This is an optimization exercise on Yosys and OpenROAD, whose aim is small area, not a production implementation. In this exercise RTL edits were held to simulation tests only and were not proved equivalent to the original. Power is estimated from default activity; no workload was simulated.

### flow/design.v
`timescale 1ns / 1ps
module HitTheMouse(
	input        mclk,       
	input        rst,        
	input  [7:0] btn,        
	output [7:0] led,        
	input  [3:0] fpgabtn,    
	output       OutBlue,
	output       OutGreen,
	output       OutRed,
	output       HS,
	output       VS,
	output       soundwave,  
	output       bgm         
);
reg       p;
reg [3:0] hr;
reg [6:0] hq;
reg [3:0] vr;
reg [5:0] vq;
reg [2:0] lm5;
wire hend = (hq==7'd79) && (hr==4'd9);
wire vend = (vq==6'd52) && (vr==4'd0);
always @(posedge mclk)
	if(rst) begin
		p<=1'b0; hr<=4'd0; hq<=7'd0; vr<=4'd0; vq<=6'd0; lm5<=3'd0;
	end else begin
		p<=~p;
		if(!p) begin
			if(hr==4'd9) begin
				hr<=4'd0;
				hq<=hend ? 7'd0 : hq+1'b1;
			end else hr<=hr+1'b1;
			if(hend) begin
				lm5<=(lm5==3'd4) ? 3'd0 : lm5+1'b1;
				if(vend) begin
					vr<=4'd0; vq<=6'd0;
				end else if(vr==4'd9) begin
					vr<=4'd0; vq<=vq+1'b1;
				end else vr<=vr+1'b1;
			end
		end
	end
wire th = (hr==4'd0) &&
          ((lm5==3'd0 && (hq==7'd25 || hq==7'd75)) ||
           (lm5==3'd1 &&  hq==7'd45) ||
           (lm5==3'd2 && (hq==7'd15 || hq==7'd65)) ||
           (lm5==3'd3 &&  hq==7'd35) ||
           (lm5==3'd4 && (hq==7'd5  || hq==7'd55)));
wire tick  = th & p;
wire tick1 = th & ~p;
assign HS = !(((hq>7'd65) || (hq==7'd65 && hr>=4'd6)) && ((hq<7'd75) || (hq==7'd75 && hr<=4'd1)));
wire h0 = (hq==7'd0) && (hr==4'd0);
assign VS = !((vq==6'd48 && vr==4'd9 && !h0) || (vq==6'd49 && vr==4'd0) || (vq==6'd49 && vr==4'd1 && h0));
wire [7:0] up;
wire sc2, mx2;
wire [3:0] sc1, sc0, mx1, mx0;
wire [2:0] life;
wire [4:0] bq;
wire [3:0] brm;
wire [1:0] mission, sit;
wire hs, fs, ls;
game u_game(.clk(mclk), .rst(rst), .tick(tick), .tick1(tick1), .p(p), .btn(btn),
	.reset(fpgabtn[0]), .pause(fpgabtn[1]), .start(fpgabtn[2]),
	.up(up), .sc2(sc2), .sc1(sc1), .sc0(sc0), .mx2(mx2), .mx1(mx1), .mx0(mx0),
	.life(life), .bq(bq), .brm(brm), .mission(mission), .sit(sit), .hs(hs), .fs(fs), .ls(ls));
assign led = up;
sfx u_sfx(.clk(mclk), .rst(rst), .tick(tick), .hs(hs), .fs(fs), .ls(ls), .wave(soundwave));
music u_music(.clk(mclk), .rst(rst), .tick(tick), .sit(sit), .mission(mission), .wave(bgm));
vga u_vga(.hq(hq), .hr(hr), .vq(vq), .vr(vr), .up(up), .sc2(sc2), .sc1(sc1), .sc0(sc0),
	.mx2(mx2), .mx1(mx1), .mx0(mx0), .bq(bq), .brm(brm), .life(life), .mission(mission),
	.rgb({OutRed, OutGreen, OutBlue}));
endmodule
module game(
	input            clk, rst, tick, tick1,
	input            p,
	input      [7:0] btn,
	input            reset, pause, start,
	output reg [7:0] up,
	output reg       sc2, mx2,    
	output reg [3:0] sc1, sc0, mx1, mx0,
	output reg [2:0] life,
	output reg [4:0] bq,      
	output reg [3:0] brm,
	output reg [1:0] mission, sit,
	output reg       hs, fs, ls
);
reg [3:0] sdp;
always @(posedge clk)
	if(rst) sdp<=4'd9;
	else if(tick) sdp<=(sdp>=4'd7) ? sdp-4'd7 : sdp+4'd6;
reg [3:0] ph;
always @(posedge clk)
	if(rst) ph<=4'd0;
	else if(p) ph<=(ph==4'd14) ? 4'd0 : ph+1'b1;
wire last = (ph==4'd14) & p;                   
wire ph15 = (ph==4'd7) & p;                    
reg [29:0] rg;
reg        rq, act, ld, init;
reg        d1, c1, e1, r1, c2;
wire a = rg[0];                                
wire w = a ^ d1 ^ c1;                          
wire xr = rg[14] ^ e1 ^ r1;                    
wire u = ph15 | (ph[3] & xr);                  
wire y = w ^ u ^ c2;                           
wire sbit = (ph==4'd0) ? (p ? sdp[1] : sdp[0]) : (ph==4'd1) ? (p ? sdp[3] : sdp[2]) : 1'b0;
always @(posedge clk) begin
	rg<={ (act ? (ld ? sbit : y) : a), rg[29:1] };
	d1<=last | a;
	c1<=!last & ((a&d1)|(a&c1)|(d1&c1));
	e1<=ph15 | xr;
	r1<=!ph15 & ((xr&e1)|(xr&r1)|(e1&r1));
	c2<=!last & ((w&u)|(w&c2)|(u&c2));
end
reg [7:0]  old_btn;
reg        old_pause;
reg        hit;
reg [8:0]  ac;           
reg [6:0]  tc;           
reg [5:0]  dc;           
reg [4:0]  lb;           
reg [23:0] mouse;        
reg        clr_p, linc_p;
wire play = (sit==2'd0);
wire [7:0] rise = btn & ~old_btn;
wire [7:0] mup;
genvar gi;
generate for(gi=0;gi<8;gi=gi+1) begin: g_mup
	assign mup[gi] = |mouse[3*gi+2:3*gi];
end endgenerate
wire [7:0] hitv  = rise & up;       
wire anyhit  = |hitv;
wire anymiss = |(rise & ~up);
reg lasthit;
integer k;
always @* begin
	lasthit=1'b0;
	for(k=0;k<8;k=k+1)
		if(rise[k]) lasthit=up[k];
end
wire ge20 = sc2 || (sc1>=4'd2);
wire ge50 = sc2 || (sc1>=4'd5);
wire spawn = (ac==9'd299 && mission==2'd0) || (ac>=9'd249 && mission==2'd1) ||
             (ac>=9'd149 && mission==2'd2) || (hit && ac==9'd49);
wire [2:0] idx = (ph==4'd9) ? rg[10:8] : (ph==4'd14) ? {rg[0],rg[29:28]} : rg[20:18];
wire dis = (dc==6'd49);
wire tcw = (tc==7'd99);
wire cd0 = (bq==5'd1) && (brm==4'd0);    
wire mup_g = (ge20 && mission==2'd0) || (ge50 && mission==2'd1);
wire newgame = start && sit!=2'd3 && sit!=2'd0;
wire clr = reset || newgame;
wire linc = play && life<3'd5 && lb==5'd10;
wire pedge = !old_pause && pause;
always @(posedge clk) begin
	if(last) begin
		act<=rq;
		rq<=1'b0;
		if(act) ld<=1'b0;
	end
	if(tick) begin
		if(newgame) begin
			rq<=1'b1; ld<=1'b1; init<=1'b1;
		end else if(play && (spawn || (init && tc<7'd22))) begin
			rq<=1'b1;
			if(tc==7'd21) init<=1'b0;
		end
	end
end
reg [2:0] nm;
integer i;
wire tplay = tick & play;
wire tclr = tick & (reset | newgame);
always @(posedge clk) begin
	ac<=(tclr | (tplay & (spawn | anyhit))) ? 9'd0 : ac+{8'd0,tplay};
	dc<=(tclr | (tplay & (dis | anyhit))) ? 6'd0 : dc+{5'd0,tplay};
	tc<=(tclr | (tplay & tcw)) ? 7'd0 : tc+{6'd0,tplay};
	if(tick) begin
		if(play) begin
			if(spawn) hit<=1'b0;
			if(anyhit) hit<=1'b1;
		end
		if(reset) hit<=1'b0;
		if(newgame) hit<=1'b1;
		old_btn<=btn;
		old_pause<=pause;
	end
	clr_p<=tick && clr;
	linc_p<=tick && linc;
	up<=mup;
end
always @(posedge clk)
if(rst) begin
	lb<=5'd0; bq<=5'd29; brm<=4'd0;
	mission<=2'd0; sit<=2'd2; hs<=1'b0; fs<=1'b0; ls<=1'b0;
	mouse<=24'd0;
end else if(tick) begin
	hs<=play && anyhit;
	fs<=play && anymiss;
	ls<=play && life==3'd0;
	if(play) begin
		if(tcw && !cd0) begin
			if(brm>=4'd7) brm<=brm-4'd7;
			else begin
				brm<=brm+4'd3; bq<=bq-1'b1;
			end
		end
		if(|rise) lb<=lasthit ? lb+1'b1 : 5'd0;
		if(linc) lb<=5'd0;
		if(mup_g) begin
			mission<=mission+1'b1;
			bq<=5'd29; brm<=4'd0;
		end
	end
	for(i=0;i<8;i=i+1) begin
		nm=mouse[3*i+:3];
		if(play && spawn && idx==i) nm=(mission==2'd0) ? 3'b101 : 3'b011;
		if(play && dis && up[i]) nm={mouse[3*i+:2], mouse[3*i]&~(mouse[3*i+1]&mouse[3*i+2])};
		if(play && hitv[i]) nm=3'd0;
		if(clr) nm=3'd0;
		mouse[3*i+:3]<=nm;
	end
	if(reset) begin
		lb<=5'd0; bq<=5'd29; brm<=4'd0; mission<=2'd0;
	end
	if(newgame) begin
		bq<=5'd29; brm<=4'd0; mission<=2'd0;
	end
	if(start && sit!=2'd0) sit<=2'd0;
	else if(pedge && sit==2'd0) sit<=2'd3;
	else if(pedge && sit==2'd3) sit<=2'd0;
	else if(reset) sit<=2'd2;
	else if(play && ((tcw && cd0) || life==3'd0)) sit<=2'd1;
end
always @(posedge clk)
if(rst) begin
	sc2<=1'b0; sc1<=4'd0; sc0<=4'd0;
	mx2<=1'b0; mx1<=4'd0; mx0<=4'd0;
	life<=3'd5;
end else begin
	if(tick1 && {sc2,sc1,sc0}>{mx2,mx1,mx0}) begin
		mx2<=sc2; mx1<=sc1; mx0<=sc0;
	end
	if(clr_p) begin
		sc2<=1'b0; sc1<=4'd0; sc0<=4'd0;
	end else if(tick1 && hs) begin
		if(sc0==4'd9) begin
			sc0<=4'd0;
			if(sc1==4'd9) begin
				sc1<=4'd0;
				sc2<=1'b1;
			end else sc1<=sc1+1'b1;
		end else sc0<=sc0+1'b1;
	end
	if(clr_p) life<=3'd5;
	else if(linc_p) life<=life+1'b1;
	else if(tick1 && fs) life<=life-1'b1;
end
endmodule
module tone(
	input         clk, rst,
	input         silent,
	input  [15:0] thr,
	output reg    wave
);
reg [15:0] cnt;
always @(posedge clk)
if(rst) begin
	cnt<=16'd0; wave<=1'b0;
end else if(silent) wave<=1'b0;
else if(cnt>=thr) begin
	cnt<=16'd0; wave<=~wave;
end else cnt<=cnt+1'b1;
endmodule
module sfx(
	input  clk, rst, tick, hs, fs, ls,
	output wave
);
reg [1:0] play, lastplay;
reg [6:0] nl;
always @(posedge clk)
	nl<=(tick && play==2'd0 && (hs|fs|ls)) ? 7'd0 : nl+{6'd0,tick && play!=2'd0};
always @(posedge clk)
if(rst) begin
	play<=2'd0; lastplay<=2'd0;
end else if(tick) begin
	lastplay<=play;
	if((play==2'd1 && nl>=7'd49) || (play==2'd2 && nl>=7'd19) || (play==2'd3 && nl==7'd127))
		play<=2'd0;
	else if(ls) play<=2'd3;
	else if(fs) play<=2'd2;
	else if(hs) play<=2'd1;
end
wire [2:0] blk = nl[6:4];
wire nl0 = (nl==7'd0);
wire [3:0] tune3 = (blk==3'd0) ? 4'd2 : (blk==3'd2) ? 4'd0 : (blk==3'd5) ? 4'd5 :
                   (blk==3'd6) ? 4'd4 : (blk==3'd7) ? 4'd3 : 4'd6;
wire [3:0] scode = nl0 ? 4'd0 :
                   (lastplay==2'd1) ? ((nl<=7'd9) ? 4'd7 : (nl<=7'd49) ? 4'd8 : 4'd0) :
                   (lastplay==2'd2) ? ((nl<=7'd19) ? 4'd1 : 4'd0) :
                   (lastplay==2'd3 && (nl[3:0]!=4'd0 || blk==3'd3)) ? tune3 : 4'd0;
wire [3:0] sthr_i = scode;
wire [15:0] sthr =
	({16{sthr_i==4'd1}} & 16'hbab8) |
	({16{sthr_i==4'd2}} & 16'h62f0) |
	({16{sthr_i==4'd3}} & 16'h5d5b) |
	({16{sthr_i==4'd4}} & 16'h532e) |
	({16{sthr_i==4'd5}} & 16'h4a17) |
	({16{sthr_i==4'd6}} & 16'h45f4) |
	({16{sthr_i==4'd7}} & 16'h3178) |
	({16{sthr_i==4'd8}} & 16'h250c);
tone u_tone(.clk(clk), .rst(rst), .silent(scode==4'd0), .thr(sthr), .wave(wave));
endmodule
module music(
	input       clk, rst, tick,
	input [1:0] sit, mission,
	output      wave
);
reg [1:0] bc;
reg [6:0] bi;
reg [3:0] bj;
reg       muted;
wire [6:0] song_i = bi;
wire [4:0] song =
	({5{song_i==7'd0}} & 5'h3) |
	({5{song_i==7'd1}} & 5'h9) |
	({5{song_i==7'd2}} & 5'hb) |
	({5{song_i==7'd3}} & 5'h13) |
	({5{song_i==7'd4}} & 5'h4) |
	({5{song_i==7'd5}} & 5'h5) |
	({5{song_i==7'd6}} & 5'h5) |
	({5{song_i==7'd7}} & 5'hb) |
	({5{song_i==7'd8}} & 5'hb) |
	({5{song_i==7'd9}} & 5'h3) |
	({5{song_i==7'd10}} & 5'h5) |
	({5{song_i==7'd11}} & 5'hc) |
	({5{song_i==7'd12}} & 5'ha) |
	({5{song_i==7'd13}} & 5'ha) |
	({5{song_i==7'd14}} & 5'ha) |
	({5{song_i==7'd15}} & 5'h4) |
	({5{song_i==7'd16}} & 5'h4) |
	({5{song_i==7'd17}} & 5'hb) |
	({5{song_i==7'd18}} & 5'h13) |
	({5{song_i==7'd19}} & 5'h3) |
	({5{song_i==7'd20}} & 5'h9) |
	({5{song_i==7'd21}} & 5'hb) |
	({5{song_i==7'd22}} & 5'h13) |
	({5{song_i==7'd23}} & 5'h4) |
	({5{song_i==7'd24}} & 5'h5) |
	({5{song_i==7'd25}} & 5'h5) |
	({5{song_i==7'd26}} & 5'hb) |
	({5{song_i==7'd27}} & 5'hb) |
	({5{song_i==7'd28}} & 5'h3) |
	({5{song_i==7'd29}} & 5'h5) |
	({5{song_i==7'd30}} & 5'h7) |
	({5{song_i==7'd31}} & 5'h7) |
	({5{song_i==7'd32}} & 5'h7) |
	({5{song_i==7'd33}} & 5'h6) |
	({5{song_i==7'd34}} & 5'h5) |
	({5{song_i==7'd35}} & 5'h5) |
	({5{song_i==7'd36}} & 5'h4) |
	({5{song_i==7'd37}} & 5'h4) |
	({5{song_i==7'd38}} & 5'hd) |
	({5{song_i==7'd39}} & 5'h3) |
	({5{song_i==7'd40}} & 5'h3) |
	({5{song_i==7'd41}} & 5'hb) |
	({5{song_i==7'd42}} & 5'h3) |
	({5{song_i==7'd43}} & 5'h5) |
	({5{song_i==7'd44}} & 5'hf) |
	({5{song_i==7'd45}} & 5'hf) |
	({5{song_i==7'd46}} & 5'he) |
	({5{song_i==7'd47}} & 5'hd) |
	({5{song_i==7'd48}} & 5'hc) |
	({5{song_i==7'd49}} & 5'ha) |
	({5{song_i==7'd50}} & 5'ha) |
	({5{song_i==7'd51}} & 5'h2) |
	({5{song_i==7'd52}} & 5'h4) |
	({5{song_i==7'd53}} & 5'h6) |
	({5{song_i==7'd54}} & 5'h6) |
	({5{song_i==7'd55}} & 5'h6) |
	({5{song_i==7'd56}} & 5'h6) |
	({5{song_i==7'd57}} & 5'hd) |
	({5{song_i==7'd58}} & 5'hc) |
	({5{song_i==7'd59}} & 5'hd) |
	({5{song_i==7'd60}} & 5'h3) |
	({5{song_i==7'd61}} & 5'h3) |
	({5{song_i==7'd62}} & 5'hb) |
	({5{song_i==7'd64}} & 5'h3) |
	({5{song_i==7'd65}} & 5'hf) |
	({5{song_i==7'd66}} & 5'hf) |
	({5{song_i==7'd67}} & 5'he) |
	({5{song_i==7'd68}} & 5'hd) |
	({5{song_i==7'd69}} & 5'hc) |
	({5{song_i==7'd70}} & 5'ha) |
	({5{song_i==7'd71}} & 5'ha) |
	({5{song_i==7'd72}} & 5'h2) |
	({5{song_i==7'd73}} & 5'h4) |
	({5{song_i==7'd74}} & 5'h6) |
	({5{song_i==7'd75}} & 5'h6) |
	({5{song_i==7'd76}} & 5'h6) |
	({5{song_i==7'd77}} & 5'h6) |
	({5{song_i==7'd78}} & 5'hd) |
	({5{song_i==7'd79}} & 5'hc) |
	({5{song_i==7'd80}} & 5'hd) |
	({5{song_i==7'd81}} & 5'h3) |
	({5{song_i==7'd82}} & 5'h3) |
	({5{song_i==7'd83}} & 5'hb) |
	({5{song_i==7'd84}} & 5'h8);
wire [1:0] blen = song[4:3];
wire adv = (blen==2'd0) ? (bj>=4'd4) : (blen==2'd1) ? (bj>=4'd9) : (bj>=4'd14);
wire beat = (bc>=2'd3 && mission==2'd0) || (bc>=2'd2 && mission==2'd1) || (bc>=2'd1 && mission==2'd2);
always @(posedge clk)
	if(tick && beat && sit==2'd0 && bi<7'd85) muted<=1'b0;
	else if(tick && beat && sit==2'd3) muted<=1'b1;
always @(posedge clk)
if(rst) begin
	bc<=2'd0; bi<=7'd0; bj<=4'd0;
end else if(tick) begin
	if(beat) begin
		bc<=2'd0;
		if(sit==2'd0) begin
			if(bi<7'd85) begin
				if(adv) begin
					bj<=4'd0; bi<=bi+1'b1;
				end else bj<=bj+1'b1;
			end else bi<=7'd0;
		end else if(sit!=2'd3) begin
			bi<=7'd0; bj<=4'd0;
		end
	end else bc<=bc+1'b1;
end
wire [2:0] bcode = song[2:0];
wire [2:0] bthr_i = bcode;
wire [15:0] bthr =
	({16{bthr_i==3'd1}} & 16'hb045) |
	({16{bthr_i==3'd2}} & 16'h942f) |
	({16{bthr_i==3'd3}} & 16'h8424) |
	({16{bthr_i==3'd4}} & 16'h75a7) |
	({16{bthr_i==3'd5}} & 16'h6ef8) |
	({16{bthr_i==3'd6}} & 16'h62f0) |
	({16{bthr_i==3'd7}} & 16'h5822);
tone u_tone(.clk(clk), .rst(rst), .silent(bj==4'd0 || muted || bcode==3'd0), .thr(bthr), .wave(wave));
endmodule
module vga(
	input  [6:0] hq,
	input  [3:0] hr,
	input  [5:0] vq,
	input  [3:0] vr,
	input  [7:0] up,
	input        sc2, mx2,
	input  [3:0] sc1, sc0, mx1, mx0,
	input  [4:0] bq,
	input  [3:0] brm,
	input  [2:0] life,
	input  [1:0] mission,
	output [2:0] rgb
);
wire act = !hq[6] && (vq<6'd48);
wire [3:0] C = hq[3:0];
wire [3:0] R = vq[3:0];
wire mu = up[~{vq[4],hq[5:4]}];
wire [3:0] mrow_i = R;
wire [15:0] mrow =
	({16{mrow_i==4'd1}} & 16'h7e0) |
	({16{mrow_i==4'd2}} & 16'hff0) |
	({16{mrow_i==4'd3}} & 16'h1ff8) |
	({16{mrow_i==4'd4}} & 16'h1bd8) |
	({16{mrow_i==4'd5}} & 16'h1bd8) |
	({16{mrow_i==4'd6}} & 16'h1bd8) |
	({16{mrow_i==4'd7}} & 16'h1ff8) |
	({16{mrow_i==4'd8}} & 16'h1e78) |
	({16{mrow_i==4'd9}} & 16'h1ff8) |
	({16{mrow_i==4'd10}} & 16'h1998) |
	({16{mrow_i==4'd11}} & 16'h1998) |
	({16{mrow_i==4'd12}} & 16'h1c38) |
	({16{mrow_i==4'd13}} & 16'h7ffe) |
	({16{mrow_i==4'd14}} & 16'h7ffe);
wire hole  = (C!=4'd0) && (C!=4'd15) && (R==4'd13 || R==4'd14);
wire mid   = (C==4'd7 || C==4'd8);
wire [2:0] mrgb = hole ? 3'b111 :
                  !mu ? 3'b000 :
                  (mid && R==4'd8) ? 3'b101 :
                  (mid && (R==4'd10 || R==4'd11)) ? 3'b111 :
                  mrow[C] ? 3'b011 : 3'b000;
wire vbar = (vq>=6'd42 && vq<=6'd45) || (vq==6'd46 && vr==4'd0);
wire hbar = (hq!=7'd0) && ((hq<{2'b00,bq}) || (hq=={2'b00,bq} && hr<=brm));
wire srow = (vq>=6'd33 && vq<=6'd38);
wire brow = (vq>=6'd41 && vq<=6'd46);
wire g2 = (hq>=7'd34 && hq<=7'd38);
wire g1 = (hq>=7'd41 && hq<=7'd45);
wire g0 = (hq>=7'd48 && hq<=7'd52);
wire [2:0] dr = vq[2:0]-3'd1;
wire [2:0] dc = g2 ? hq[2:0]-3'd2 : g1 ? hq[2:0]-3'd1 : hq[2:0];
wire [3:0] digit = srow ? (g2 ? {3'b000,sc2} : g1 ? sc1 : sc0) : (g2 ? {3'b000,mx2} : g1 ? mx1 : mx0);
wire [3:0] font_i = digit;
wire [29:0] font =
	({30{font_i==4'd0}} & 30'h1d18c62e) |
	({30{font_i==4'd1}} & 30'h1c4210c4) |
	({30{font_i==4'd2}} & 30'h3e22222e) |
	({30{font_i==4'd3}} & 30'h1d08321f) |
	({30{font_i==4'd4}} & 30'h11f4a988) |
	({30{font_i==4'd5}} & 30'h1d083c3f) |
	({30{font_i==4'd6}} & 30'h1d18bc2e) |
	({30{font_i==4'd7}} & 30'h842221f) |
	({30{font_i==4'd8}} & 30'h1d18ba2e) |
	({30{font_i==4'd9}} & 30'h1d0f462e);
wire [4:0] frow = (dr==3'd0) ? font[4:0] : (dr==3'd1) ? font[9:5] : (dr==3'd2) ? font[14:10] :
                  (dr==3'd3) ? font[19:15] : (dr==3'd4) ? font[24:20] : font[29:25];
wire dpix = (srow | brow) && (g2 | g1 | g0) && frow[dc];
wire hlev = (hq>=7'd56 && hq<=7'd61) || (hq==7'd62 && hr==4'd0);
wire lv1 = (vq>=6'd43 && vq<=6'd45) || (vq==6'd46 && vr==4'd0);
wire lv2 = (vq>=6'd39 && vq<=6'd41) || (vq==6'd42 && vr==4'd0);
wire lv3 = (vq>=6'd35 && vq<=6'd37) || (vq==6'd38 && vr==4'd0);
wire [6:0] hh_i = hq;
wire [5:0] hh =
	({6{hh_i==7'd0}} & 6'h3f) |
	({6{hh_i==7'd2}} & 6'h1) |
	({6{hh_i==7'd3}} & 6'h2) |
	({6{hh_i==7'd4}} & 6'h3) |
	({6{hh_i==7'd5}} & 6'h4) |
	({6{hh_i==7'd6}} & 6'h5) |
	({6{hh_i==7'd7}} & 6'h8) |
	({6{hh_i==7'd8}} & 6'h9) |
	({6{hh_i==7'd9}} & 6'ha) |
	({6{hh_i==7'd10}} & 6'hb) |
	({6{hh_i==7'd11}} & 6'hc) |
	({6{hh_i==7'd12}} & 6'hd) |
	({6{hh_i==7'd13}} & 6'h10) |
	({6{hh_i==7'd14}} & 6'h11) |
	({6{hh_i==7'd15}} & 6'h12) |
	({6{hh_i==7'd16}} & 6'h13) |
	({6{hh_i==7'd17}} & 6'h14) |
	({6{hh_i==7'd18}} & 6'h15) |
	({6{hh_i==7'd19}} & 6'h18) |
	({6{hh_i==7'd20}} & 6'h19) |
	({6{hh_i==7'd21}} & 6'h1a) |
	({6{hh_i==7'd22}} & 6'h1b) |
	({6{hh_i==7'd23}} & 6'h1c) |
	({6{hh_i==7'd24}} & 6'h1d) |
	({6{hh_i==7'd25}} & 6'h20) |
	({6{hh_i==7'd26}} & 6'h21) |
	({6{hh_i==7'd27}} & 6'h22) |
	({6{hh_i==7'd28}} & 6'h23) |
	({6{hh_i==7'd29}} & 6'h24) |
	({6{hh_i==7'd30}} & 6'h25) |
	({6{hh_i==7'd31}} & 6'h3f) |
	({6{hh_i==7'd32}} & 6'h3f) |
	({6{hh_i==7'd33}} & 6'h3f) |
	({6{hh_i==7'd34}} & 6'h3f) |
	({6{hh_i==7'd35}} & 6'h3f) |
	({6{hh_i==7'd36}} & 6'h3f) |
	({6{hh_i==7'd37}} & 6'h3f) |
	({6{hh_i==7'd38}} & 6'h3f) |
	({6{hh_i==7'd39}} & 6'h3f) |
	({6{hh_i==7'd40}} & 6'h3f) |
	({6{hh_i==7'd41}} & 6'h3f) |
	({6{hh_i==7'd42}} & 6'h3f) |
	({6{hh_i==7'd43}} & 6'h3f) |
	({6{hh_i==7'd44}} & 6'h3f) |
	({6{hh_i==7'd45}} & 6'h3f) |
	({6{hh_i==7'd46}} & 6'h3f) |
	({6{hh_i==7'd47}} & 6'h3f) |
	({6{hh_i==7'd48}} & 6'h3f) |
	({6{hh_i==7'd49}} & 6'h3f) |
	({6{hh_i==7'd50}} & 6'h3f) |
	({6{hh_i==7'd51}} & 6'h3f) |
	({6{hh_i==7'd52}} & 6'h3f) |
	({6{hh_i==7'd53}} & 6'h3f) |
	({6{hh_i==7'd54}} & 6'h3f) |
	({6{hh_i==7'd55}} & 6'h3f) |
	({6{hh_i==7'd56}} & 6'h3f) |
	({6{hh_i==7'd57}} & 6'h3f) |
	({6{hh_i==7'd58}} & 6'h3f) |
	({6{hh_i==7'd59}} & 6'h3f) |
	({6{hh_i==7'd60}} & 6'h3f) |
	({6{hh_i==7'd61}} & 6'h3f) |
	({6{hh_i==7'd62}} & 6'h3f) |
	({6{hh_i==7'd63}} & 6'h3f) |
	({6{hh_i==7'd64}} & 6'h3f) |
	({6{hh_i==7'd65}} & 6'h3f) |
	({6{hh_i==7'd66}} & 6'h3f) |
	({6{hh_i==7'd67}} & 6'h3f) |
	({6{hh_i==7'd68}} & 6'h3f) |
	({6{hh_i==7'd69}} & 6'h3f) |
	({6{hh_i==7'd70}} & 6'h3f) |
	({6{hh_i==7'd71}} & 6'h3f) |
	({6{hh_i==7'd72}} & 6'h3f) |
	({6{hh_i==7'd73}} & 6'h3f) |
	({6{hh_i==7'd74}} & 6'h3f) |
	({6{hh_i==7'd75}} & 6'h3f) |
	({6{hh_i==7'd76}} & 6'h3f) |
	({6{hh_i==7'd77}} & 6'h3f) |
	({6{hh_i==7'd78}} & 6'h3f) |
	({6{hh_i==7'd79}} & 6'h3f) |
	({6{hh_i==7'd80}} & 6'h3f) |
	({6{hh_i==7'd81}} & 6'h3f) |
	({6{hh_i==7'd82}} & 6'h3f) |
	({6{hh_i==7'd83}} & 6'h3f) |
	({6{hh_i==7'd84}} & 6'h3f) |
	({6{hh_i==7'd85}} & 6'h3f) |
	({6{hh_i==7'd86}} & 6'h3f) |
	({6{hh_i==7'd87}} & 6'h3f) |
	({6{hh_i==7'd88}} & 6'h3f) |
	({6{hh_i==7'd89}} & 6'h3f) |
	({6{hh_i==7'd90}} & 6'h3f) |
	({6{hh_i==7'd91}} & 6'h3f) |
	({6{hh_i==7'd92}} & 6'h3f) |
	({6{hh_i==7'd93}} & 6'h3f) |
	({6{hh_i==7'd94}} & 6'h3f) |
	({6{hh_i==7'd95}} & 6'h3f) |
	({6{hh_i==7'd96}} & 6'h3f) |
	({6{hh_i==7'd97}} & 6'h3f) |
	({6{hh_i==7'd98}} & 6'h3f) |
	({6{hh_i==7'd99}} & 6'h3f) |
	({6{hh_i==7'd100}} & 6'h3f) |
	({6{hh_i==7'd101}} & 6'h3f) |
	({6{hh_i==7'd102}} & 6'h3f) |
	({6{hh_i==7'd103}} & 6'h3f) |
	({6{hh_i==7'd104}} & 6'h3f) |
	({6{hh_i==7'd105}} & 6'h3f) |
	({6{hh_i==7'd106}} & 6'h3f) |
	({6{hh_i==7'd107}} & 6'h3f) |
	({6{hh_i==7'd108}} & 6'h3f) |
	({6{hh_i==7'd109}} & 6'h3f) |
	({6{hh_i==7'd110}} & 6'h3f) |
	({6{hh_i==7'd111}} & 6'h3f) |
	({6{hh_i==7'd112}} & 6'h3f) |
	({6{hh_i==7'd113}} & 6'h3f) |
	({6{hh_i==7'd114}} & 6'h3f) |
	({6{hh_i==7'd115}} & 6'h3f) |
	({6{hh_i==7'd116}} & 6'h3f) |
	({6{hh_i==7'd117}} & 6'h3f) |
	({6{hh_i==7'd118}} & 6'h3f) |
	({6{hh_i==7'd119}} & 6'h3f) |
	({6{hh_i==7'd120}} & 6'h3f) |
	({6{hh_i==7'd121}} & 6'h3f) |
	({6{hh_i==7'd122}} & 6'h3f) |
	({6{hh_i==7'd123}} & 6'h3f) |
	({6{hh_i==7'd124}} & 6'h3f) |
	({6{hh_i==7'd125}} & 6'h3f) |
	({6{hh_i==7'd126}} & 6'h3f) |
	({6{hh_i==7'd127}} & 6'h3f);
wire [2:0] hi = hh[5:3];
wire [2:0] hj = hh[2:0];
wire [6:0] hc_i = {hj,hr};
wire [4:0] hc =
	({5{hc_i==7'd4}} & 5'h10) |
	({5{hc_i==7'd5}} & 5'h10) |
	({5{hc_i==7'd6}} & 5'h10) |
	({5{hc_i==7'd7}} & 5'h10) |
	({5{hc_i==7'd8}} & 5'h11) |
	({5{hc_i==7'd9}} & 5'h11) |
	({5{hc_i==7'd16}} & 5'h11) |
	({5{hc_i==7'd17}} & 5'h11) |
	({5{hc_i==7'd18}} & 5'h12) |
	({5{hc_i==7'd19}} & 5'h12) |
	({5{hc_i==7'd20}} & 5'h12) |
	({5{hc_i==7'd21}} & 5'h12) |
	({5{hc_i==7'd22}} & 5'h13) |
	({5{hc_i==7'd23}} & 5'h13) |
	({5{hc_i==7'd24}} & 5'h13) |
	({5{hc_i==7'd25}} & 5'h13) |
	({5{hc_i==7'd32}} & 5'h14) |
	({5{hc_i==7'd33}} & 5'h14) |
	({5{hc_i==7'd34}} & 5'h14) |
	({5{hc_i==7'd35}} & 5'h14) |
	({5{hc_i==7'd36}} & 5'h15) |
	({5{hc_i==7'd37}} & 5'h15) |
	({5{hc_i==7'd38}} & 5'h15) |
	({5{hc_i==7'd39}} & 5'h15) |
	({5{hc_i==7'd40}} & 5'h16) |
	({5{hc_i==7'd41}} & 5'h16) |
	({5{hc_i==7'd48}} & 5'h16) |
	({5{hc_i==7'd49}} & 5'h16) |
	({5{hc_i==7'd50}} & 5'h17) |
	({5{hc_i==7'd51}} & 5'h17) |
	({5{hc_i==7'd52}} & 5'h17) |
	({5{hc_i==7'd53}} & 5'h17) |
	({5{hc_i==7'd54}} & 5'h18) |
	({5{hc_i==7'd55}} & 5'h18) |
	({5{hc_i==7'd56}} & 5'h18) |
	({5{hc_i==7'd57}} & 5'h18) |
	({5{hc_i==7'd64}} & 5'h19) |
	({5{hc_i==7'd65}} & 5'h19) |
	({5{hc_i==7'd66}} & 5'h19) |
	({5{hc_i==7'd67}} & 5'h19) |
	({5{hc_i==7'd68}} & 5'h1a) |
	({5{hc_i==7'd69}} & 5'h1a) |
	({5{hc_i==7'd70}} & 5'h1a) |
	({5{hc_i==7'd71}} & 5'h1a) |
	({5{hc_i==7'd72}} & 5'h1b) |
	({5{hc_i==7'd73}} & 5'h1b) |
	({5{hc_i==7'd80}} & 5'h1b) |
	({5{hc_i==7'd81}} & 5'h1b) |
	({5{hc_i==7'd82}} & 5'h1c) |
	({5{hc_i==7'd83}} & 5'h1c) |
	({5{hc_i==7'd84}} & 5'h1c) |
	({5{hc_i==7'd85}} & 5'h1c);
wire [9:0] hv_i = {vq,vr};
wire [4:0] hv =
	({5{hv_i==10'd534}} & 5'h10) |
	({5{hv_i==10'd535}} & 5'h10) |
	({5{hv_i==10'd536}} & 5'h10) |
	({5{hv_i==10'd537}} & 5'h10) |
	({5{hv_i==10'd544}} & 5'h11) |
	({5{hv_i==10'd545}} & 5'h11) |
	({5{hv_i==10'd546}} & 5'h11) |
	({5{hv_i==10'd547}} & 5'h11) |
	({5{hv_i==10'd548}} & 5'h12) |
	({5{hv_i==10'd549}} & 5'h12) |
	({5{hv_i==10'd550}} & 5'h12) |
	({5{hv_i==10'd551}} & 5'h12) |
	({5{hv_i==10'd552}} & 5'h13) |
	({5{hv_i==10'd553}} & 5'h13) |
	({5{hv_i==10'd560}} & 5'h13) |
	({5{hv_i==10'd561}} & 5'h13) |
	({5{hv_i==10'd562}} & 5'h14) |
	({5{hv_i==10'd563}} & 5'h14) |
	({5{hv_i==10'd564}} & 5'h14) |
	({5{hv_i==10'd565}} & 5'h14) |
	({5{hv_i==10'd566}} & 5'h15) |
	({5{hv_i==10'd567}} & 5'h15) |
	({5{hv_i==10'd568}} & 5'h15) |
	({5{hv_i==10'd569}} & 5'h15) |
	({5{hv_i==10'd576}} & 5'h16) |
	({5{hv_i==10'd577}} & 5'h16) |
	({5{hv_i==10'd578}} & 5'h16) |
	({5{hv_i==10'd579}} & 5'h16) |
	({5{hv_i==10'd580}} & 5'h17) |
	({5{hv_i==10'd581}} & 5'h17) |
	({5{hv_i==10'd582}} & 5'h17) |
	({5{hv_i==10'd583}} & 5'h17) |
	({5{hv_i==10'd584}} & 5'h18) |
	({5{hv_i==10'd585}} & 5'h18) |
	({5{hv_i==10'd592}} & 5'h18) |
	({5{hv_i==10'd593}} & 5'h18) |
	({5{hv_i==10'd594}} & 5'h19) |
	({5{hv_i==10'd595}} & 5'h19) |
	({5{hv_i==10'd596}} & 5'h19) |
	({5{hv_i==10'd597}} & 5'h19) |
	({5{hv_i==10'd598}} & 5'h1a) |
	({5{hv_i==10'd599}} & 5'h1a) |
	({5{hv_i==10'd600}} & 5'h1a) |
	({5{hv_i==10'd601}} & 5'h1a) |
	({5{hv_i==10'd608}} & 5'h1b) |
	({5{hv_i==10'd609}} & 5'h1b) |
	({5{hv_i==10'd610}} & 5'h1b) |
	({5{hv_i==10'd611}} & 5'h1b) |
	({5{hv_i==10'd612}} & 5'h1c) |
	({5{hv_i==10'd613}} & 5'h1c) |
	({5{hv_i==10'd614}} & 5'h1c) |
	({5{hv_i==10'd615}} & 5'h1c);
wire [3:0] hrow = hv[3:0];
wire [3:0] hcol = hc[3:0];
wire [3:0] hrowa_i = hrow;
wire [12:0] hrowa =
	({13{hrowa_i==4'd0}} & 13'h208) |
	({13{hrowa_i==4'd1}} & 13'hf1e) |
	({13{hrowa_i==4'd2}} & 13'h1fbf) |
	({13{hrowa_i==4'd3}} & 13'h1fff) |
	({13{hrowa_i==4'd4}} & 13'h1fff) |
	({13{hrowa_i==4'd5}} & 13'h1fff) |
	({13{hrowa_i==4'd6}} & 13'h1fff) |
	({13{hrowa_i==4'd7}} & 13'hffe) |
	({13{hrowa_i==4'd8}} & 13'h7fc) |
	({13{hrowa_i==4'd9}} & 13'h3f8) |
	({13{hrowa_i==4'd10}} & 13'h1f0) |
	({13{hrowa_i==4'd11}} & 13'he0) |
	({13{hrowa_i==4'd12}} & 13'h40);
wire [3:0] hrowb_i = hrow;
wire [12:0] hrowb =
	({13{hrowb_i==4'd0}} & 13'h208) |
	({13{hrowb_i==4'd1}} & 13'hf1e) |
	({13{hrowb_i==4'd2}} & 13'h1f9f) |
	({13{hrowb_i==4'd3}} & 13'h1fcf) |
	({13{hrowb_i==4'd4}} & 13'h1f07) |
	({13{hrowb_i==4'd5}} & 13'h1c0f) |
	({13{hrowb_i==4'd6}} & 13'h1c3f) |
	({13{hrowb_i==4'd7}} & 13'he3e) |
	({13{hrowb_i==4'd8}} & 13'h73c) |
	({13{hrowb_i==4'd9}} & 13'h398) |
	({13{hrowb_i==4'd10}} & 13'h190) |
	({13{hrowb_i==4'd11}} & 13'hc0) |
	({13{hrowb_i==4'd12}} & 13'h40);
wire alive = (life<=3'd5) && (life>hi);
wire hpix = hv[4] && hc[4] && (alive ? hrowa[hcol] : hrowb[hcol]);
wire [2:0] lower = (vbar && hbar) ? 3'b010 :
                   dpix ? (srow ? 3'b111 : 3'b100) :
                   (hlev && lv1) ? 3'b011 :
                   (hlev && lv2 && (mission==2'd1 || mission==2'd2)) ? 3'b010 :
                   (hlev && lv3 && mission==2'd2) ? 3'b110 :
                   hpix ? (alive ? 3'b100 : 3'b111) : 3'b000;
assign rgb = !act ? 3'b000 : !vq[5] ? mrgb : lower;
endmodule
### flow/flow/run.sh
#!/bin/bash
# Own layout flow: the standard synthesis; then the logic between its registers is
# mapped again for area (ABC: deepsyn, the area-oriented mapper amap, then stochastic remapping
# of overlapping parts with amap), keeping every
# register as the standard synthesis made it; then the standard layout steps.
set -euo pipefail
R=orfs/results/${FLOW_PLATFORM}/HitTheMouse/base
bash standard.sh synth > synth.log 2>&1
cp $R/1_2_yosys.v $R/1_2_yosys_standard.v
export REMAP_LIB=${FLOW_HOME}/platforms/${FLOW_PLATFORM}/lib/sky130_fd_sc_hd__tt_025C_1v80.lib
export REMAP_MAPLIB=$PWD/remap.lib
export REMAP_SCRIPT=$PWD/flow/remap.abc
export REMAP_IN=$PWD/$R/1_2_yosys_standard.v
export REMAP_OUT=$PWD/$R/1_2_yosys.v
python3 flow/filterlib.py $REMAP_LIB $REMAP_MAPLIB > filterlib.log 2>&1
${FLOW_HOME}/../tools/install/yosys/bin/yosys -c flow/remap.tcl > remap.log 2>&1
# ports buffered with the smallest buffer; a clock tree of clkbuf_16 leaves for at most 25 registers
# each (clkbuf_8 above them), without dummy loads
bash standard.sh BUFFER_PORTS_ARGS="-buffer_cell sky130_fd_sc_hd__buf_1" \
  CTS_ARGS="-sink_clustering_enable -repair_clock_nets -sink_clustering_size 25 -sink_clustering_max_diameter 80 -buf_list sky130_fd_sc_hd__clkbuf_8 -sink_clustering_buffer sky130_fd_sc_hd__clkbuf_16 -dont_use_dummy_load" \
  finish > layout.log 2>&1
### flow/flow/filterlib.py
# Writes a copy of a Liberty file that keeps only plain logic cells, for the remapping step:
# usage: python3 filterlib.py IN.lib OUT.lib
import re, sys
KEEP = re.compile(r'sky130_fd_sc_hd__(a\d|o\d|and\d|or\d|nand\d|nor\d|xor\d|xnor\d|inv_|mux2|mux4|maj3|buf_1$)')
DROP = re.compile(r'lpflow|probe|clk|dly')
src = open(sys.argv[1]).read()
out = []
pos = 0
kept = dropped = 0
for m in re.finditer(r'\n\s*cell\s*\(\s*"?([\w]+)"?\s*\)\s*\{', src):
    if m.start() < pos:
        continue
    # find the end of this cell group
    depth = 0
    i = m.end() - 1
    while True:
        c = src[i]
        if c == '{':
            depth += 1
        elif c == '}':
            depth -= 1
            if depth == 0:
                break
        i += 1
    name = m.group(1)
    out.append(src[pos:m.start()])
    if KEEP.match(name) and not DROP.search(name):
        out.append(src[m.start():i + 1])
        kept += 1
    else:
        dropped += 1
    pos = i + 1
out.append(src[pos:])
open(sys.argv[2], 'w').write(''.join(out))
print('kept %d cells, dropped %d' % (kept, dropped))
### flow/flow/remap.abc
strash
&get -n
&deepsyn -T 400 -S 1
&put
dch
amap
stochmap -N 14 -T 300 -I 1000000 -S 1 -o "strash; dch; amap"
### flow/flow/remap.tcl
# Maps the logic between the registers of the standard synthesis again, for area.
# The registers (their cells, instance names and output nets) are kept as they are.
# Environment: REMAP_IN, REMAP_OUT (netlists), REMAP_LIB (the platform's Liberty file),
# REMAP_MAPLIB (the cells to map to), REMAP_SCRIPT (ABC script), FLOW_TOP.
set f [open $::env(REMAP_IN)]
set text [read $f]
close $f
# sequential cell types used in the netlist
set seq {}
foreach {m t} [regexp -all -inline {(sky130_fd_sc_hd__(?:e?s?df|dl|sedf)[a-z0-9_]*)\s} $text] {
  if {[lsearch $seq $t] < 0} { lappend seq $t }
}
puts "sequential cells: $seq"
yosys read_liberty -ignore_miss_func -ignore_miss_dir $::env(REMAP_LIB)
yosys read_verilog $::env(REMAP_IN)
yosys hierarchy -top $::env(FLOW_TOP)
set sel {}
foreach t $seq {
  yosys setattr -mod -set blackbox 1 $t
  lappend sel t:$t %d
}
# hidden names for the cells that are flattened, so that nets keep their original names
yosys rename -hide t:sky130_fd_sc_hd__* {*}$sel
yosys flatten
yosys hierarchy -top $::env(FLOW_TOP)
# the platform's cells as black boxes, so that the mapped cells have known ports
yosys read_liberty -lib -ignore_redef -ignore_miss_func -ignore_miss_dir $::env(REMAP_LIB)
yosys opt_clean
yosys stat
yosys abc -liberty $::env(REMAP_MAPLIB) -script $::env(REMAP_SCRIPT)
yosys setundef -zero
yosys splitnets
yosys opt_clean -purge
yosys hilomap -singleton -hicell sky130_fd_sc_hd__conb_1 HI -locell sky130_fd_sc_hd__conb_1 LO
yosys insbuf -buf sky130_fd_sc_hd__buf_4 A X
yosys opt_clean -purge
yosys check -assert
yosys stat -liberty $::env(REMAP_LIB)
yosys write_verilog -noattr -noexpr -nohex -nodec $::env(REMAP_OUT)
### flow/standard.sh
#!/bin/bash
# synth_recipe.tcl (not shown) runs the flow's synth.tcl, then flattens the netlist and writes it again
# the make line also repeats each setting of config.mk as NAME=value (left out here)
make -C /OpenROAD-flow-scripts/flow DESIGN_CONFIG=/design/flow/config.mk WORK_HOME=/design/flow/orfs CLKGATE_MAP_FILE= SYNTH_SCRIPT=/design/flow/synth_recipe.tcl "${@:-finish}"
### flow/config.mk
export PLATFORM = sky130hd
export DESIGN_NAME = HitTheMouse
export DESIGN_NICKNAME = HitTheMouse
export VERILOG_FILES = /design/flow/design.v
export SDC_FILE = /design/flow/constraint.sdc
export NUM_CORES = 8
export LEC_CHECK = 0
export ABC_AREA = 1
export CAP_MARGIN = 20
export CORE_MARGIN = 2
export CORE_UTILIZATION = 70
export SLEW_MARGIN = 20
### flow/constraint.sdc
create_clock -name core_clock -period 60.0 [get_ports {mclk}]
set_input_delay 12.0000 -clock core_clock [delete_from_list [all_inputs] [get_ports {mclk}]]
set_output_delay 12.0000 -clock core_clock [all_outputs]
set_load 0.01 [all_outputs]
==> results of run 1 <==
stage by stage:
step / total power [mW] / cells / worst slack, ns / util
2_1_floorplan: 0.173 / 1561 / 44.66 / -
3_3_place_gp: 0.177 / 1809 / 43.54 / 0.747
3_5_place_dp: 0.177 / 1809 / 43.53 / 0.747
4_1_cts: 0.261 / 1823 / 42.97 / 0.767
5_1_grt: 0.267 / 1823 / 42.39 / 0.767
6_report: 0.260 / 1823 / 42.79 / 0.767
placed cells by master (no fill, tap or decap), types with 4 or more instances in the layout:
cell type and instances:
a32oi_1 7, o31ai_1 4, and3_1 5, nand2_1 139, a2111oi_0 10, dfxtp_1 227
o211ai_1 4, inv_1 187, a211oi_1 51, or3_1 13, nor3_1 85, nor4_1 18
buf_1 27, o21ai_0 139, and2_0 7, o221a_1 4, or4_1 4, nor2b_1 14
nand4_1 7, a41oi_1 4, nor2_1 306, edfxtp_1 12, o22ai_1 53, o32a_1 5
or2_0 4, a31oi_1 25, o221ai_1 21, o32ai_1 10, o21a_1 14, a221oi_1 11
buf_4 5, clkbuf_16 11, a22oi_1 9, a311oi_1 7, nand3_1 23, a21oi_1 100
o21bai_1 4, o311ai_0 4
final timing paths:
kind                                            start                   endpoint
worst min register to register  u_game.rg[16]$_DFF_P_      u_game.rg[15]$_DFF_P_
worst max-delay path               hq[2]$_SDFFE_PP0P_                   OutGreen
worst min-delay path            u_game.rg[16]$_DFF_P_      u_game.rg[15]$_DFF_P_
worst max register to register     hq[2]$_SDFFE_PP0P_  u_game.bq[4]$_SDFFE_PP1P_
critical path: cells and delay by family, from the launching register on:
| family | cells | cell delay [ns] |
|---|---|---|
| and+or+nand+nor | 6 | 1.48 |
| buffers and inverters | 2 | 0.56 |
| DFF | 1 | 0.44 |
| AOI/OAI and AO/OA | 10 | 2.21 |
sequential cells by signal, summed over array words and instances, names as in the netlist, 5 cells and up:
name	flops
u_game.rg	30
u_game.mouse	24
u_music.u_tone.cnt	16
u_sfx.u_tone.cnt	16
u_game.ac	9
u_game.old_btn	8
u_game.up	8
hq	7
u_game.tc	7
u_music.bi	7
u_sfx.nl	7
u_game.dc	6
vq	6
u_game.bq	5
u_game.lb	5
power breakdown:
part           internal (mW)  switching (mW)
combinational        0.00347         0.00726
sequential             0.161         0.00148
clock                 0.0373          0.0487
total                  0.202          0.0575
area by class of cell:
class,instances,area [sq um]
Clock buffer,14,317
Fill cell,1252,3720
Inverter,187,702
Multi-Input combinational cell,1135,5940
Sequential cell,239,4900
Tap cell,216,270
Timing Repair Buffer,32,139
metal layers:
layer,vias to the layer above,GRT usage,share of wire
li1,5718,-,-
met2,615,0.547,0.45
met3,83,0.0467,0.086
met1,5310,0.453,0.43
met5,-,0,0
met4,0,0.122,0.033
==> results.yml, run 1 <==
floorplan:
  rows: 46
  coreArea_sq_um: 16000
  start_util: 0.721
  pin_count: 29
  die-area_sq_um: 17500
  die_h_um: 132
  die_w_um: 132
global_route:
  grt_max_degree: 31
  track_usage: 0.334
  grt_remaining_overflow: 0
  grt_pass1_wl_um: 49700
  antenna_found_initial: 0
  first_global_vias: 10600
timing:
  finalClockSkew_ns: 0.0472
  hold_violations: 0
  fin_crit_sh: 0.287
  drv_slew: 0
  period_minus_slack_ns: 17.21
  fmax_ghz: 0.0581
  rsz0062_at_grt: "false"
  setup_viol: 0
  hold_slack_ns: 0.330
  worstMarginPinSlew_ns: 1.01
  setup_tns_ns: 0
  slew_headroom: 0.324
critical_path:
  critPathRequiredTime_ns: 48.00
  reg2reg_setup_slack_ns: 53.65
  critical_path_peak_fanout: 12
  critical_path.cell_chain: "inv_1 > nor2_1 > nor2_1 > nand2_1 > a311oi_1 > nor2_1 > a21oi_1 > a21oi_1 > a21oi_1 > a21oi_1 > nor3_1 > o21ai_0 > o32ai_1 > o221ai_1 > nor4_1 > a221oi_1 > a21oi_1 > buf_1"
  ff2ff_path_depth: 25
  cp.arrival_ns: 5.21
  worst_path_max_delay_cell: "a311oi_1"
  critPathKind: "flop to primary output"
  setup.worst_path.start_class: "flop"
  worst_path_most_repeated_cell: "a21oi_1"
  cp-end-kind: "primary output"
  critPathMaxStageDelay_ns: 0.59
synthesis:
  avgSynthCellArea_sq_um: 7.39
  synth_cells: 1561
  syn-num-nets: 1575
  yosys_warnings: 5
  netlist_area_sq_um: 11500
pwr:
  ir_drop_v: 0.0000297
  power_leakage_nw: 4.21
  power-per-cell-area_nw_per_um2: 21.2
drt:
  drt-initial-drc-count: 1269
  ant_nets: 0
  via_per_inst: 6.43
  via_count: 11700
  drc: 0
  wl_per_cell_um: 16.6
  dr.pass1.iters: 6
  wl_um: 30300
clock_network:
  root_buffer: "clkbuf_8"
  cts_setup_buffers: 0
  cts.repair.resized: 0
  clkLatencyLatePin_ns: 0.53
  clkSlewWorstSetupHoldPaths_ns: 0.10
  cts_buffers: 14
  cts_buffer_depth: 3
  h-tree-depth: 1
  cts-hold-fix-buffers: 0
  cts_sinks: 239
  cts_tree: "yes"
placement:
  portBuffers: 27
  place.gp.congestion: 0.995
  dp_hpwl_um: 22100
  placed_cell_area_sq_um: 12000
cells_and_area:
  fin_nets: 1623
  syn2layout_area_growth_pct: 6.36
  antennaDiodeCount: 0
  fin_area_sq_um: 12300
  drive_gt1_frac: 0.0131
min_path:
  holdPathStages: 0
  hp-class: "flop to flop"
flow_run:
  cap_viol_max_count: 0
run_status:
  status: "finished clean"
==> run 2: changes to the inputs <==
--- a/flow/design.v
+++ b/flow/design.v
@@ -143,13 +143,13 @@
 wire spawn = (ac==9'd299 && mission==2'd0) || (ac>=9'd249 && mission==2'd1) ||
              (ac>=9'd149 && mission==2'd2) || (hit && ac==9'd49);
 wire [2:0] idx = (ph==4'd9) ? rg[10:8] : (ph==4'd14) ? {rg[0],rg[29:28]} : rg[20:18];
-wire dis = (dc==6'd49);
-wire tcw = (tc==7'd99);
+wire dis = (dc==6'd26);                     
+wire tcw = (tc==7'd93);                     
 wire cd0 = (bq==5'd1) && (brm==4'd0);    
 wire mup_g = (ge20 && mission==2'd0) || (ge50 && mission==2'd1);
 wire newgame = start && sit!=2'd3 && sit!=2'd0;
 wire clr = reset || newgame;
-wire linc = play && life<3'd5 && lb==5'd10;
+wire linc = play && life<3'd5 && lb==5'd25;       
 wire pedge = !old_pause && pause;
 always @(posedge clk) begin
 	if(last) begin
@@ -160,9 +160,9 @@
 	if(tick) begin
 		if(newgame) begin
 			rq<=1'b1; ld<=1'b1; init<=1'b1;
-		end else if(play && (spawn || (init && tc<7'd22))) begin
+		end else if(play && (spawn || init)) begin
 			rq<=1'b1;
-			if(tc==7'd21) init<=1'b0;
+			if(tc==7'd15) init<=1'b0;             
 		end
 	end
 end
@@ -172,8 +172,8 @@
 wire tclr = tick & (reset | newgame);
 always @(posedge clk) begin
 	ac<=(tclr | (tplay & (spawn | anyhit))) ? 9'd0 : ac+{8'd0,tplay};
-	dc<=(tclr | (tplay & (dis | anyhit))) ? 6'd0 : dc+{5'd0,tplay};
-	tc<=(tclr | (tplay & tcw)) ? 7'd0 : tc+{6'd0,tplay};
+	dc<=(tclr | (tplay & (dis | anyhit))) ? 6'd1 : tplay ? {dc[4:0],dc[5]^dc[4]} : dc;
+	tc<=(tclr | (tplay & tcw)) ? 7'd1 : tplay ? {tc[5:0],tc[6]^tc[5]} : tc;
 	if(tick) begin
 		if(play) begin
 			if(spawn) hit<=1'b0;
@@ -204,7 +204,7 @@
 				brm<=brm+4'd3; bq<=bq-1'b1;
 			end
 		end
-		if(|rise) lb<=lasthit ? lb+1'b1 : 5'd0;
+		if(|rise) lb<=lasthit ? {lb[3:0],lb[4]^lb[2]^(lb[3:0]==4'd0)} : 5'd0;
 		if(linc) lb<=5'd0;
 		if(mup_g) begin
 			mission<=mission+1'b1;
@@ -317,7 +317,7 @@
 );
 reg [1:0] bc;
 reg [6:0] bi;
-reg [3:0] bj;
+reg [3:0] bj;       
 reg       muted;
 wire [6:0] song_i = bi;
 wire [4:0] song =
@@ -406,25 +406,25 @@
 	({5{song_i==7'd83}} & 5'hb) |
 	({5{song_i==7'd84}} & 5'h8);
 wire [1:0] blen = song[4:3];
-wire adv = (blen==2'd0) ? (bj>=4'd4) : (blen==2'd1) ? (bj>=4'd9) : (bj>=4'd14);
+wire adv = (blen==2'd0) ? (bj==4'd3) : (blen==2'd1) ? (bj==4'd11) : (bj==4'd8);
 wire beat = (bc>=2'd3 && mission==2'd0) || (bc>=2'd2 && mission==2'd1) || (bc>=2'd1 && mission==2'd2);
 always @(posedge clk)
 	if(tick && beat && sit==2'd0 && bi<7'd85) muted<=1'b0;
 	else if(tick && beat && sit==2'd3) muted<=1'b1;
 always @(posedge clk)
 if(rst) begin
-	bc<=2'd0; bi<=7'd0; bj<=4'd0;
+	bc<=2'd0; bi<=7'd0; bj<=4'd1;
 end else if(tick) begin
 	if(beat) begin
 		bc<=2'd0;
 		if(sit==2'd0) begin
 			if(bi<7'd85) begin
 				if(adv) begin
-					bj<=4'd0; bi<=bi+1'b1;
-				end else bj<=bj+1'b1;
+					bj<=4'd1; bi<=bi+1'b1;
+				end else bj<={bj[2:0],bj[3]^bj[2]};
 			end else bi<=7'd0;
 		end else if(sit!=2'd3) begin
-			bi<=7'd0; bj<=4'd0;
+			bi<=7'd0; bj<=4'd1;
 		end
 	end else bc<=bc+1'b1;
 end
@@ -438,7 +438,7 @@
 	({16{bthr_i==3'd5}} & 16'h6ef8) |
 	({16{bthr_i==3'd6}} & 16'h62f0) |
 	({16{bthr_i==3'd7}} & 16'h5822);
-tone u_tone(.clk(clk), .rst(rst), .silent(bj==4'd0 || muted || bcode==3'd0), .thr(bthr), .wave(wave));
+tone u_tone(.clk(clk), .rst(rst), .silent(bj==4'd1 || muted || bcode==3'd0), .thr(bthr), .wave(wave));
 endmodule
 module vga(
 	input  [6:0] hq,
==> run 2 against run 1 <==
Critical path type unchanged. Highest routed layer is now met5. Worst setup slack worse by 0.062 ns. Utilization decreased by 1.2 points. First-iteration DRC count up 9.1%. Combinational power up 12%.
==> results.yml, run 2 <==
run_status:
  status: "finished clean"
cells_and_area:
  top_register: "u_game.rg"
  final_common_cell: "nor2_1"
  drive_gt1_frac: 0.0148
  final_cell_mix: "nor2_1, dfxtp_1, inv_1, nand2_1, o21ai_0"
  stdcell_count: 1843
  fillers: 1285
  regArea_sq_um: 4900
  syn2layout_area_growth_pct: 6.52
  final_util: 0.755
  multi_input_area_sq_um: 5870
  top_regs: "u_game.rg x30, u_game.mouse x24"
  antennaDiodeCount: 0
  fin_nets: 1639
  largest_reg_flops: 30
pwr:
  power_leakage_nw: 4.47
  ir_drop_v: 0.0000288
  power.total_mw: 0.262
  power-per-cell-area_nw_per_um2: 21.2
timing:
  finalClockSkew_ns: 0.0299
  fmax_ghz: 0.0579
  worstMarginPinSlew_ns: 1.09
  hold_violations: 0
  setup_viol: 0
  setup_tns_ns: 0
  period_minus_slack_ns: 17.27
  rsz0062_at_grt: "false"
  slew_headroom: 0.266
  fin_crit_sh: 0.288
  drv_slew: 0
global_route:
  grt_remaining_overflow: 0
  use_met2: 0.564
  grt_pass1_wl_um: 51200
  grt_use_met3: 0.0559
  grt_max_degree: 38
  grt_util_met1: 0.466
  first_global_vias: 11000
  antenna_found_initial: 1
  track_usage: 0.345
  top_usage_layer: "met2"
clock_network:
  cts_buffers: 14
  clkLatencyLatePin_ns: 0.53
  root_buffer: "clkbuf_8"
  cts_buffer_depth: 3
  h-tree-depth: 1
  cts.repair.resized: 0
  cts_setup_buffers: 0
  clkSlewWorstSetupHoldPaths_ns: 0.09
  cts_tree: "yes"
  cts_sinks: 239
  cts-hold-fix-buffers: 0
drt:
  via_count: 12000
  via_per_inst: 6.49
  dr.pass1.iters: 8
  drc: 0
  ant_nets: 0
  wl_um: 31400
  drt-initial-drc-count: 1384
  wl_per_cell_um: 17.0
floorplan:
  rows: 47
  die-area_sq_um: 17700
  pin_count: 29
  die_h_um: 133
  die_w_um: 133
  start_util: 0.709
  coreArea_sq_um: 16400
placement:
  dp_hpwl_um: 22900
  place.gp.congestion: 0.976
  dpl.cell_count: 1829
  portBuffers: 27
critical_path:
  cp.arrival_ns: 5.27
  cp-end-kind: "primary output"
  critPathRequiredTime_ns: 48.00
  reg2reg_setup_slack_ns: 53.83
  r2r-end: "u_music.u_tone.cnt[0]$_SDFFE_PP0N_"
  ff2ff_path_depth: 28
  reg2reg_from: "u_music.bi[1]$_SDFFE_PP0P_"
  worst_path_max_delay_cell: "dfxtp_1"
  critPathKind: "flop to primary output"
  critical_path_peak_fanout: 15
  critical_path.cell_chain: "inv_1 > nor2_1 > inv_1 > a21oi_1 > o22ai_1 > inv_1 > o22ai_1 > a211oi_1 > nor2_1 > a21oi_1 > a211oi_1 > a31oi_1 > inv_1 > nand2_1 > o21ai_0 > o221ai_1 > a31oi_1 > nor4_1 > o21ai_0 > o21bai_1 > nor2_1 > o41ai_1 > buf_1"
  critPathLaunch: "hq[4]$_SDFFE_PP0P_"
  setup.worst_path.start_class: "flop"
  worst_path_most_repeated_cell: "inv_1"
  endpoint: "OutGreen"
  critPathMaxStageDelay_ns: 0.65
synthesis:
  synth_cells: 1574
  syn-num-nets: 1588
  avgSynthCellArea_sq_um: 7.39
  yosys_warnings: 5
  netlist_area_sq_um: 11600
min_path:
  hp-start: "u_game.rg[13]$_DFF_P_"
  hp-class: "flop to flop"
flow_run:
  cap_viol_max_count: 0
## run 2: metal layers
layer,up-vias,wire (um)
met1,5442,13200
met5,-,11
met2,632,14300
met4,2,988
met3,118,2870
li1,5776,-
## run 2: area by class of cell
class | instances | area share
inverter | 225 | 0.0682
tap | 220 | 0.0222
clock buffer | 14 | 0.0256
sequential | 239 | 0.396
multi-input combinational | 1109 | 0.474
timing repair buffer | 36 | 0.0137
## run 2: power breakdown
group,switching (mW),internal [mW]
combinational,0.00810,0.00391
sequential,0.00177,0.162
clock,0.0494,0.0373
## run 2: how the worst min path moves through the flow
stage | slack (ns) | to | cells after the start
floorplan | 0.31 | u_game.rg[0]$_DFF_P_ | 0
global route | 0.33 | u_game.rg[12]$_DFF_P_ | 0
global placement | 0.31 | u_game.rg[24]$_DFF_P_ | 0
CTS | 0.33 | u_game.rg[2]$_DFF_P_ | 0
finish | 0.33 | u_game.rg[12]$_DFF_P_ | 0
detailed placement | 0.31 | u_game.rg[2]$_DFF_P_ | 0
## run 2: per-stage QoR
step	worst slack [ns]	cell area (sq um)	hold WS, ns
after floorplan	44.69	11600	0.310
after global placement	43.71	12100	0.310
after detailed placement	43.58	12100	0.312
after CTS	42.95	12400	0.330
after global routing	42.26	12400	0.332
final	42.73	12400	0.328
## run 2: critical path, delay by kind of cell (launching register included)
kind | cells | cell delay [ns]
buf+inv | 5 | 0.96
simple gates | 5 | 0.83
flops | 1 | 0.65
compound gates | 13 | 2.29
==> run 3: changes to the inputs <==
--- a/flow/design.v
+++ b/flow/design.v
@@ -32,7 +32,7 @@
 				hq<=hend ? 7'd0 : hq+1'b1;
 			end else hr<=hr+1'b1;
 			if(hend) begin
-				lm5<=(lm5==3'd4) ? 3'd0 : lm5+1'b1;
+				lm5<={lm5[1:0], ~(lm5[2]|lm5[1])};
 				if(vend) begin
 					vr<=4'd0; vq<=6'd0;
 				end else if(vr==4'd9) begin
@@ -42,11 +42,11 @@
 		end
 	end
 wire th = (hr==4'd0) &&
-          ((lm5==3'd0 && (hq==7'd25 || hq==7'd75)) ||
-           (lm5==3'd1 &&  hq==7'd45) ||
-           (lm5==3'd2 && (hq==7'd15 || hq==7'd65)) ||
-           (lm5==3'd3 &&  hq==7'd35) ||
-           (lm5==3'd4 && (hq==7'd5  || hq==7'd55)));
+          ((lm5==3'b000 && (hq==7'd25 || hq==7'd75)) ||
+           (lm5==3'b001 &&  hq==7'd45) ||
+           (lm5==3'b011 && (hq==7'd15 || hq==7'd65)) ||
+           (lm5==3'b110 &&  hq==7'd35) ||
+           (lm5==3'b100 && (hq==7'd5  || hq==7'd55)));
 wire tick  = th & p;
 wire tick1 = th & ~p;
 assign HS = !(((hq>7'd65) || (hq==7'd65 && hr>=4'd6)) && ((hq<7'd75) || (hq==7'd75 && hr<=4'd1)));
@@ -85,10 +85,25 @@
 	output reg [1:0] mission, sit,
 	output reg       hs, fs, ls
 );
-reg [3:0] sdp;
+reg [3:0] sz;
 always @(posedge clk)
-	if(rst) sdp<=4'd9;
-	else if(tick) sdp<=(sdp>=4'd7) ? sdp-4'd7 : sdp+4'd6;
+	if(rst) sz<=4'd0;
+	else if(tick) sz<={sz[2:0], sz[1]^sz[3]^(~sz[0]&~sz[1])};
+wire [3:0] seedtab_i = sz;
+wire [3:0] seedtab =
+	({4{seedtab_i==4'd0}} & 4'h9) |
+	({4{seedtab_i==4'd1}} & 4'h2) |
+	({4{seedtab_i==4'd2}} & 4'h8) |
+	({4{seedtab_i==4'd3}} & 4'hc) |
+	({4{seedtab_i==4'd5}} & 4'h1) |
+	({4{seedtab_i==4'd7}} & 4'h5) |
+	({4{seedtab_i==4'd8}} & 4'h3) |
+	({4{seedtab_i==4'd9}} & 4'h6) |
+	({4{seedtab_i==4'd10}} & 4'h7) |
+	({4{seedtab_i==4'd12}} & 4'ha) |
+	({4{seedtab_i==4'd14}} & 4'h4) |
+	({4{seedtab_i==4'd15}} & 4'hb);
+wire [3:0] sdp = seedtab;
 reg [3:0] ph;
 always @(posedge clk)
 	if(rst) ph<=4'd0;
@@ -213,8 +228,8 @@
 	end
 	for(i=0;i<8;i=i+1) begin
 		nm=mouse[3*i+:3];
-		if(play && spawn && idx==i) nm=(mission==2'd0) ? 3'b101 : 3'b011;
-		if(play && dis && up[i]) nm={mouse[3*i+:2], mouse[3*i]&~(mouse[3*i+1]&mouse[3*i+2])};
+		if(play && spawn && idx==i) nm=(mission==2'd0) ? 3'b111 : 3'b110;
+		if(play && dis && up[i]) nm={mouse[3*i+:2], mouse[3*i+2]&mouse[3*i+1]&~mouse[3*i]};
 		if(play && hitv[i]) nm=3'd0;
 		if(clr) nm=3'd0;
 		mouse[3*i+:3]<=nm;
==> run 3 against run 2 <==
Synthesized cell count fell by 2.9%. Still clean. Utilization rose by 1.0 points. Sequential cell count did not move. Count of clock-buffer cells in the layout did not move. Highest routed layer is now met4. Combinational power fell by 13%.
==> results.yml, run 3 <==
drt:
  via_per_inst: 6.55
  wl_um: 30800
  drc: 0
  via_count: 11800
  dr.pass1.iters: 7
  wl_per_cell_um: 17.1
  drt-initial-drc-count: 1293
  ant_nets: 0
timing:
  setup_viol: 0
  drv_slew: 0
  period_minus_slack_ns: 17.04
  fmax_ghz: 0.0587
  hold_slack_ns: 0.331
  fin_crit_sh: 0.284
  rsz0062_at_grt: "false"
  slew_headroom: 0.213
  hold_violations: 0
  finalClockSkew_ns: 0.0535
  setup_tns_ns: 0
  worstMarginPinSlew_ns: 1.18
critical_path:
  critical_path_peak_fanout: 15
  setup.worst_path.start_class: "flop"
  cp-end-kind: "primary output"
  critPathKind: "flop to primary output"
  cp.arrival_ns: 5.04
  critPathRequiredTime_ns: 48.00
global_route:
  antenna_found_initial: 1
  first_global_vias: 10900
  grt_pass1_wl_um: 50600
  grt_remaining_overflow: 0
  grt_max_degree: 26
  track_usage: 0.345
floorplan:
  die-area_sq_um: 17300
  coreArea_sq_um: 15900
  rows: 46
  die_h_um: 132
  start_util: 0.718
  pin_count: 29
  die_w_um: 132
clock_network:
  h-tree-depth: 1
  cts_buffers: 14
  cts_sinks: 239
  cts_buffer_depth: 3
  cts_setup_buffers: 0
  cts_tree: "yes"
  clkLatencyLatePin_ns: 0.56
  cts-hold-fix-buffers: 0
  cts.repair.resized: 0
  clkSlewWorstSetupHoldPaths_ns: 0.09
  root_buffer: "clkbuf_8"
pwr:
  power_leakage_nw: 4.29
  internal-power_mw: 0.202
  power_switching_mw: 0.0592
  combPwrFrac: 0.040
  swShare: 0.226
  power-per-cell-area_nw_per_um2: 21.5
  p_clk_frac: 0.336
  ir_drop_v: 0.0000296
  power_frac_seq: 0.624
cells_and_area:
  fillers: 1225
  syn2layout_area_growth_pct: 6.63
  top_register: "u_game.rg"
  stdcell_count: 1794
  regArea_sq_um: 4900
  fin_nets: 1594
  final_common_cell: "nor2_1"
  final_cell_mix: "nor2_1, dfxtp_1, inv_1, nand2_1, o21ai_0"
  multi_input_area_sq_um: 5740
  largest_reg_flops: 30
  final_util: 0.765
  top_regs: "u_game.rg x30, u_game.mouse x24"
  drive_gt1_frac: 0.0146
  antennaDiodeCount: 0
synthesis:
  yosys_warnings: 5
  syn-num-nets: 1543
  synth_cells: 1529
  netlist_area_sq_um: 11400
  avgSynthCellArea_sq_um: 7.45
run_status:
  status: "finished clean"
min_path:
  hp-class: "flop to flop"
placement:
  dpl.cell_count: 1780
  portBuffers: 27
  dp_hpwl_um: 22300
  place.gp.congestion: 0.958
flow_run:
  cap_viol_max_count: 0
-- run 3: final cells by class --
cell class,instances,area share
timing repair buffer,35,0.0133
clock buffer,14,0.0260
sequential,239,0.404
tap,216,0.0222
inverter,202,0.0624
multi-input combinational,1088,0.473
-- run 3: worst paths after layout --
kind,from,end,slack [ns],cells after the start
setup / recovery,vq[3]$_SDFFE_PP0P_,OutBlue,42.96,21
hold / removal,u_game.rg[22]$_DFF_P_,u_game.rg[21]$_DFF_P_,0.33,0
setup reg to reg,u_music.bi[5]$_SDFFE_PP0P_,u_music.u_tone.cnt[9]$_SDFFE_PP0N_,52.04,35
hold reg to reg,u_game.rg[22]$_DFF_P_,u_game.rg[21]$_DFF_P_,0.33,0
-- run 3: critical path: stages, from the launching register on --
cell and delay, ns:
dfxtp_1 0.63, inv_1 0.37, a221oi_1 0.40, a31oi_1 0.13, nor2_1 0.37, a21oi_1 0.09, nor2_1 0.16, a22oi_1 0.15
a211oi_1 0.28, nand2_1 0.10, o21ai_0 0.07, o21ai_0 0.11, o21ai_0 0.11, a31oi_1 0.10, a21oi_1 0.15, a21oi_1 0.06
nor3_1 0.20, a31oi_1 0.07, nor4_1 0.37, a222oi_1 0.22, a22oi_1 0.22, buf_1 0.17
-- run 3: routing by layer --
layer	vias up	global-route usage	part of all wire
met5	-	0	0
met4	0	0.174	0.049
met3	138	0.0540	0.087
met2	649	0.574	0.46
met1	5345	0.437	0.40
li1	5624	-	-
-- run 3: power groups by stage --
stage	Combinational (mW)	Sequential [mW]	Clock (mW)
final	0.0105	0.163	0.0878
after global routing	0.0118	0.163	0.0930
after CTS	0.0103	0.163	0.0882
after detailed placement	0.0104	0.167	0
after global placement	0.00964	0.167	0
after floorplan	0.00689	0.166	0
-- run 3: stage by stage --
stage	area [sq um]	setup slack, ns	total power, mW
final	12200	42.96	0.261
after floorplan	11400	44.56	0.173
after CTS	12200	43.15	0.262
after detailed placement	11800	43.70	0.177
after global placement	11800	43.58	0.176
after global routing	12200	42.43	0.268

afterwards: timing with drivers on the ports:
The flow's constraints put no driver on any port. The routed layouts listed below were extracted and timed again, unchanged, in two steps. Step 1, drivers: a clkbuf_16 drives mclk and a buf_2 each remaining input, both assumed. Step 2 times the ports against the registers' clock, not the clock port: input delays grow and output delays shrink by t, the midpoint of the rising clock arrivals with the driver on. a / b / c = ideal ports / drivers / drivers and shift; a / b = the first two.
| run | shift t [ns] | setup WS [ns] |
|---|---|---|
| run 1 | 0.545 | 42.793 / 42.754 / 43.299 |
| run 2 | 0.556 | 42.731 / 42.690 / 43.246 |
| run 3 | 0.571 | 42.956 / 42.914 / 43.485 |
After both steps setup and hold are still met in every run listed.
